Background: an optimization exercise with open tools, aiming at small area. Do not read the settings as production practice. The RTL was checked by simulation tests, not by an equivalence proof against the original design.

## rgb_led
module rgb_led(
	input  clk,
	input  rst,
	input  tick,
	output [10:0] ledc,
	output [2:0] leda
);
	reg rst_d, tick_d;
	always @(posedge clk) begin
		rst_d <= rst;
		tick_d <= tick;
	end
	reg [16:0] g0;
	reg [16:8] g1;
	reg g1z;
	always @(posedge clk) begin
		g0 <= rst ? 17'd0 : ~tick ? g0 : g0[16] ? 17'd0 : g0 + 17'd1;
		g1 <= g0[16:8];
		g1z <= ~|g0[15:0];
	end
	wire [2:0] iu [0:10];
	wire [2:0] id [0:10];
	wire [10:0] cu, cd;
	led_cycler #(.SOFFSET(0),     .SSTART(0)) ledcyc0  (clk, rst, tick, rst_d, tick_d, g0, g1, g1z, iu[0],  id[0],  cu[0],  cd[0]);
	led_cycler #(.SOFFSET(17873), .SSTART(0)) ledcyc1  (clk, rst, tick, rst_d, tick_d, g0, g1, g1z, iu[1],  id[1],  cu[1],  cd[1]);
	led_cycler #(.SOFFSET(35746), .SSTART(0)) ledcyc2  (clk, rst, tick, rst_d, tick_d, g0, g1, g1z, iu[2],  id[2],  cu[2],  cd[2]);
	led_cycler #(.SOFFSET(53619), .SSTART(0)) ledcyc3  (clk, rst, tick, rst_d, tick_d, g0, g1, g1z, iu[3],  id[3],  cu[3],  cd[3]);
	led_cycler #(.SOFFSET(5957),  .SSTART(1)) ledcyc4  (clk, rst, tick, rst_d, tick_d, g0, g1, g1z, iu[4],  id[4],  cu[4],  cd[4]);
	led_cycler #(.SOFFSET(23830), .SSTART(1)) ledcyc5  (clk, rst, tick, rst_d, tick_d, g0, g1, g1z, iu[5],  id[5],  cu[5],  cd[5]);
	led_cycler #(.SOFFSET(41704), .SSTART(1)) ledcyc6  (clk, rst, tick, rst_d, tick_d, g0, g1, g1z, iu[6],  id[6],  cu[6],  cd[6]);
	led_cycler #(.SOFFSET(59577), .SSTART(1)) ledcyc7  (clk, rst, tick, rst_d, tick_d, g0, g1, g1z, iu[7],  id[7],  cu[7],  cd[7]);
	led_cycler #(.SOFFSET(11915), .SSTART(2)) ledcyc8  (clk, rst, tick, rst_d, tick_d, g0, g1, g1z, iu[8],  id[8],  cu[8],  cd[8]);
	led_cycler #(.SOFFSET(29788), .SSTART(2)) ledcyc9  (clk, rst, tick, rst_d, tick_d, g0, g1, g1z, iu[9],  id[9],  cu[9],  cd[9]);
	led_cycler #(.SOFFSET(47661), .SSTART(2)) ledcyc10 (clk, rst, tick, rst_d, tick_d, g0, g1, g1z, iu[10], id[10], cu[10], cd[10]);
	reg [9:0] timer;
	reg [1:0] col;
	always @(posedge clk) begin
		if (rst) begin
			timer <= 0;
			col <= 2'd3;
		end else begin
			timer <= timer + 1'b1;
  ...
Size in the first run: about 2500 cells after synthesis, ~32000 µm² of cells after synthesis.
Settings: LEC_CHECK=0, CAP_MARGIN=20, CORE_MARGIN=2, CORE_UTILIZATION=72, CTS_BUF_LIST=sky130_fd_sc_hd__clkbuf_8, CTS_CLUSTER_DIAMETER=80, CTS_CLUSTER_SIZE=14, GPL_TIMING_DRIVEN=0, PLACE_DENSITY=0.8, SLEW_MARGIN=20, SYNTH_HIERARCHICAL=1, SYNTH_MINIMUM_KEEP_SIZE=0; clock period 5.0 ns.
run.sh (not shown) runs the stock make flow with config.mk's settings and CLKGATE_MAP_FILE= SYNTH_SCRIPT=/design/flow/synth_recipe.tcl, a recipe that flattens the netlist after the stock synthesis.
Edit:
--- a/flow/config.mk
+++ b/flow/config.mk
@@ -7,3 +7,3 @@
 export LEC_CHECK = 0
-export CAP_MARGIN = 20
+export CAP_MARGIN = 5
 export CORE_MARGIN = 2
@@ -15,3 +15,3 @@
 export PLACE_DENSITY = 0.8
-export SLEW_MARGIN = 20
+export SLEW_MARGIN = 5
 export SYNTH_HIERARCHICAL = 1
Effect: The changed run ran to the end with no violations; cell area barely changes; sequential share of layout area is about the same; fmax hardly moves; routed wire length goes down by 0.37%; count of clock-buffer cells in the layout does not change.


The RTL this note starts from:
==> flow/design.v <==
`default_nettype none
module led_fa(input a, input b, input c, output s, output co);
	assign s = a ^ b ^ c;
	assign co = (a & b) | (c & (a ^ b));
endmodule
module led_slice(
	input clk,
	input rot,
	input run,
	input lu,
	input ld,
	input cu_i,
	input cd_i,
	output cu_o,
	output cd_o
);
	reg u, d, z;
	wire su, sd;
	led_fa fu (u, lu, cu_i, su, cu_o);
	led_fa fd (d, ld, cd_i, sd, cd_o);
	always @(posedge clk) begin
		u <= rot & z | run & su;
		d <= rot & su | run & sd;
		z <= rot & sd | run & z;
	end
endmodule
module led_cycler(
	input clk,
	input rst,
	input tick,
	input rst_d,
	input tick_d,
	input [16:0] g0,       
	input [16:8] g1,       
	input g1z,             
	output [2:0] is_u,     
	output [2:0] is_d,     
	output cu,             
	output cd              
);
parameter SOFFSET = 0;
parameter SSTART = 0;
	localparam LO = 8;
	localparam HI = 16 - LO;
	localparam [16:0] LAST = 17'd65536 - SOFFSET;    
	localparam [15:0] K1 = SOFFSET;                   
	localparam [15:0] K2 = SOFFSET - 1;               
	reg first0, w0, first1, w1;
	reg [1:0] ph;
	reg done;
	wire done0 = (g0 == LAST);
	always @(posedge clk) begin
		if (rst) begin
			first0 <= 1'b1;
			w0 <= 1'b0;
		end else if (tick) begin
			if (done0) begin
				first0 <= 1'b0;
				w0 <= (SOFFSET != 0);
			end else if (g0[16]) begin
				w0 <= 1'b0;
			end
		end
		first1 <= first0;
		w1 <= w0;
		done <= done0;
		if (rst_d)
			ph <= SSTART;
		else if (tick_d & done)
			ph <= (ph == 2'd2) ? 2'd0 : ph + 2'd1;
	end
	wire [15:0] k0 = {16{~first0}} & (w0 ? K2 : K1);
	wire [15:0] k1 = {16{~first1}} & (w1 ? K2 : K1);
	wire [16:0] cl;
	wire [15:0] lv;
	wire [LO:0] lv0;
	reg l_mid, cl_mid;
	assign cl[0] = 1'b0;
	genvar j;
	generate for (j = 0; j < 16; j = j + 1) begin : gl
		if (j <= LO) begin : lo
			assign lv0[j] = g0[j] ^ k0[j] ^ cl[j];
			assign cl[j+1] = g0[j] & k0[j] | cl[j] & (g0[j] ^ k0[j]);
			if (j < LO) begin : lo2
				assign lv[j] = lv0[j];
			end else begin : mid
				assign lv[j] = l_mid;
			end
		end else begin : hi
			wire ci = j == LO + 1 ? cl_mid : cl[j];
			assign lv[j] = g1[j] ^ k1[j] ^ ci;
			assign cl[j+1] = g1[j] & k1[j] | ci & (g1[j] ^ k1[j]);
		end
	end endgenerate
	wire chg_n = ~rst & tick & done0;        
	wire chg = ~rst_d & tick_d & done;       
	wire lo_rot = ~rst & chg_n;
	wire lo_run = ~rst & ~chg_n;
	wire hi_rot = ~rst_d & chg;
	wire hi_run = ~rst_d & ~chg;
	wire [16:0] cuc, cdc;
	reg cu_mid, cd_mid;
	assign cuc[0] = 1'b0;
	assign cdc[0] = first0;      
	generate for (j = 0; j < 16; j = j + 1) begin : gs
		if (j < LO) begin : lo
			led_slice sl (clk, lo_rot, lo_run, lv[j], ~lv[j],
				cuc[j], cdc[j], cuc[j+1], cdc[j+1]);
		end else begin : hi
			led_slice sl (clk, hi_rot, hi_run, lv[j], ~lv[j],
				j == LO ? cu_mid : cuc[j], j == LO ? cd_mid : cdc[j],
				cuc[j+1], cdc[j+1]);
		end
	end endgenerate
	always @(posedge clk) begin
		l_mid <= lv0[LO];
		cl_mid <= cl[LO+1];
		cu_mid <= cuc[LO];
		cd_mid <= cdc[LO];
	end
	assign cu = cuc[16];
	assign cd = cdc[16];
	wire zf = first1 & g1z;
	assign is_u = {ph == 2'd0, ph == 2'd2, ph == 2'd1};
	assign is_d = {ph == 2'd1, ph == 2'd0, ph == 2'd2} & {3{~zf}};
endmodule
module rgb_led(
	input  clk,
	input  rst,
	input  tick,
	output [10:0] ledc,
	output [2:0] leda
);
	reg rst_d, tick_d;
	always @(posedge clk) begin
		rst_d <= rst;
		tick_d <= tick;
	end
	reg [16:0] g0;
	reg [16:8] g1;
	reg g1z;
	always @(posedge clk) begin
		g0 <= rst ? 17'd0 : ~tick ? g0 : g0[16] ? 17'd0 : g0 + 17'd1;
		g1 <= g0[16:8];
		g1z <= ~|g0[15:0];
	end
	wire [2:0] iu [0:10];
	wire [2:0] id [0:10];
	wire [10:0] cu, cd;
	led_cycler #(.SOFFSET(0),     .SSTART(0)) ledcyc0  (clk, rst, tick, rst_d, tick_d, g0, g1, g1z, iu[0],  id[0],  cu[0],  cd[0]);
	led_cycler #(.SOFFSET(17873), .SSTART(0)) ledcyc1  (clk, rst, tick, rst_d, tick_d, g0, g1, g1z, iu[1],  id[1],  cu[1],  cd[1]);
	led_cycler #(.SOFFSET(35746), .SSTART(0)) ledcyc2  (clk, rst, tick, rst_d, tick_d, g0, g1, g1z, iu[2],  id[2],  cu[2],  cd[2]);
	led_cycler #(.SOFFSET(53619), .SSTART(0)) ledcyc3  (clk, rst, tick, rst_d, tick_d, g0, g1, g1z, iu[3],  id[3],  cu[3],  cd[3]);
	led_cycler #(.SOFFSET(5957),  .SSTART(1)) ledcyc4  (clk, rst, tick, rst_d, tick_d, g0, g1, g1z, iu[4],  id[4],  cu[4],  cd[4]);
	led_cycler #(.SOFFSET(23830), .SSTART(1)) ledcyc5  (clk, rst, tick, rst_d, tick_d, g0, g1, g1z, iu[5],  id[5],  cu[5],  cd[5]);
	led_cycler #(.SOFFSET(41704), .SSTART(1)) ledcyc6  (clk, rst, tick, rst_d, tick_d, g0, g1, g1z, iu[6],  id[6],  cu[6],  cd[6]);
	led_cycler #(.SOFFSET(59577), .SSTART(1)) ledcyc7  (clk, rst, tick, rst_d, tick_d, g0, g1, g1z, iu[7],  id[7],  cu[7],  cd[7]);
	led_cycler #(.SOFFSET(11915), .SSTART(2)) ledcyc8  (clk, rst, tick, rst_d, tick_d, g0, g1, g1z, iu[8],  id[8],  cu[8],  cd[8]);
	led_cycler #(.SOFFSET(29788), .SSTART(2)) ledcyc9  (clk, rst, tick, rst_d, tick_d, g0, g1, g1z, iu[9],  id[9],  cu[9],  cd[9]);
	led_cycler #(.SOFFSET(47661), .SSTART(2)) ledcyc10 (clk, rst, tick, rst_d, tick_d, g0, g1, g1z, iu[10], id[10], cu[10], cd[10]);
	reg [9:0] timer;
	reg [1:0] col;
	always @(posedge clk) begin
		if (rst) begin
			timer <= 0;
			col <= 2'd3;
		end else begin
			timer <= timer + 1'b1;
			case (col)
				2'd3: col <= 2'd0;
				2'd0: if (timer == 0) col <= 2'd1;
				2'd1: if (timer == 0) col <= 2'd2;
				default: if (timer == 0) col <= 2'd0;
			endcase
		end
	end
	wire [2:0] leda_w = {col == 2'd2, col == 2'd1, col[1] == col[0]};
	localparam R = 0, G = 1, B = 2;
	localparam [21:0] MAP0 = {2'd1, 2'd1, 2'd0, 2'd0, 2'd2, 2'd2, 2'd1, 2'd2, 2'd1, 2'd2, 2'd1};
	localparam [21:0] MAP1 = {2'd0, 2'd0, 2'd1, 2'd1, 2'd0, 2'd0, 2'd0, 2'd0, 2'd0, 2'd0, 2'd0};
	localparam [21:0] MAP2 = {2'd2, 2'd2, 2'd2, 2'd2, 2'd1, 2'd1, 2'd2, 2'd1, 2'd2, 2'd1, 2'd2};
	reg [10:0] led_out_latch;
	wire [10:0] latch_n;
	genvar i;
	generate for (i = 0; i < 11; i = i + 1) begin : gled
		wire [2:0] u = iu[i];
		wire [2:0] d = id[i];
		wire su = leda_w[0] & u[MAP0[2*i +: 2]] | leda_w[1] & u[MAP1[2*i +: 2]] | leda_w[2] & u[MAP2[2*i +: 2]];
		wire sd = leda_w[0] & d[MAP0[2*i +: 2]] | leda_w[1] & d[MAP1[2*i +: 2]] | leda_w[2] & d[MAP2[2*i +: 2]];
		wire su_r = su & ~rst, sd_r = sd & ~rst, one = rst_d & ~rst;
		assign latch_n[i] = su_r & cu[i] | sd_r & cd[i] | one;
	end endgenerate
	always @(posedge clk)
		led_out_latch <= latch_n;
	assign ledc = led_out_latch;
	assign leda = leda_w;
endmodule  
export LEC_CHECK = 0
export CAP_MARGIN = 20
export CORE_MARGIN = 2
export CORE_UTILIZATION = 65
export CTS_CLUSTER_DIAMETER = 80
export CTS_CLUSTER_SIZE = 24
export GPL_TIMING_DRIVEN = 0
export PLACE_DENSITY = 0.75
export SLEW_MARGIN = 20
export SYNTH_HIERARCHICAL = 1
export SYNTH_MINIMUM_KEEP_SIZE = 0
create_clock -name core_clock -period 5.0 [get_ports {clk}]
The baseline ran to the end with no violations.
Edit:
Settings changed: CORE_UTILIZATION 65 to 55, CTS_CLUSTER_DIAMETER 80 to 140, CTS_CLUSTER_SIZE 24 to 22, PLACE_DENSITY 0.75 to 0.65.
Effect:
- register-to-register slack is better by 0.05 ns
- non-clock buffer count rises by 1
- final area is about the same
- wire length rises by 0.66%
- cell count rises by 3.2%
- clock skew rises by 0.017 ns
- sequential share of layout area barely changes
- clock-buffer cell count falls by 2
- synthesized cell count is unchanged

re-timing with driven ports:
How much do the figures lean on ideal ports? The routed layouts below were timed once more, with nothing changed but the port constraints. Step 1 (the two cells are an assumption about what drives the block):
set clk [get_ports {clk}]
set_driving_cell -lib_cell sky130_fd_sc_hd__clkbuf_16 $clk
set_driving_cell -lib_cell sky130_fd_sc_hd__buf_2 [delete_from_list [all_inputs] $clk]
Step 2, shift: input delay + t, output delay - t, t = (earliest + latest rising clock arrival at the registers) / 2. This alone moves slack from input paths to output paths. Slacks: ideal / step 1 / step 2; pairs: ideal / step 1.
run	shift t [ns]	slack for setup (ns)	worst setup path after step 2
the first run of note 1	0.736	0.146 / 0.146 / 0.146	register to register
the second run of note 1	0.734	0.155 / 0.155 / 0.155	register to register
the first run of note 2	0.639	0.103 / 0.103 / 0.103	register to register
the second run of note 2	0.627	0.156 / 0.156 / 0.156	register to register
After both steps every run listed still meets setup and hold.
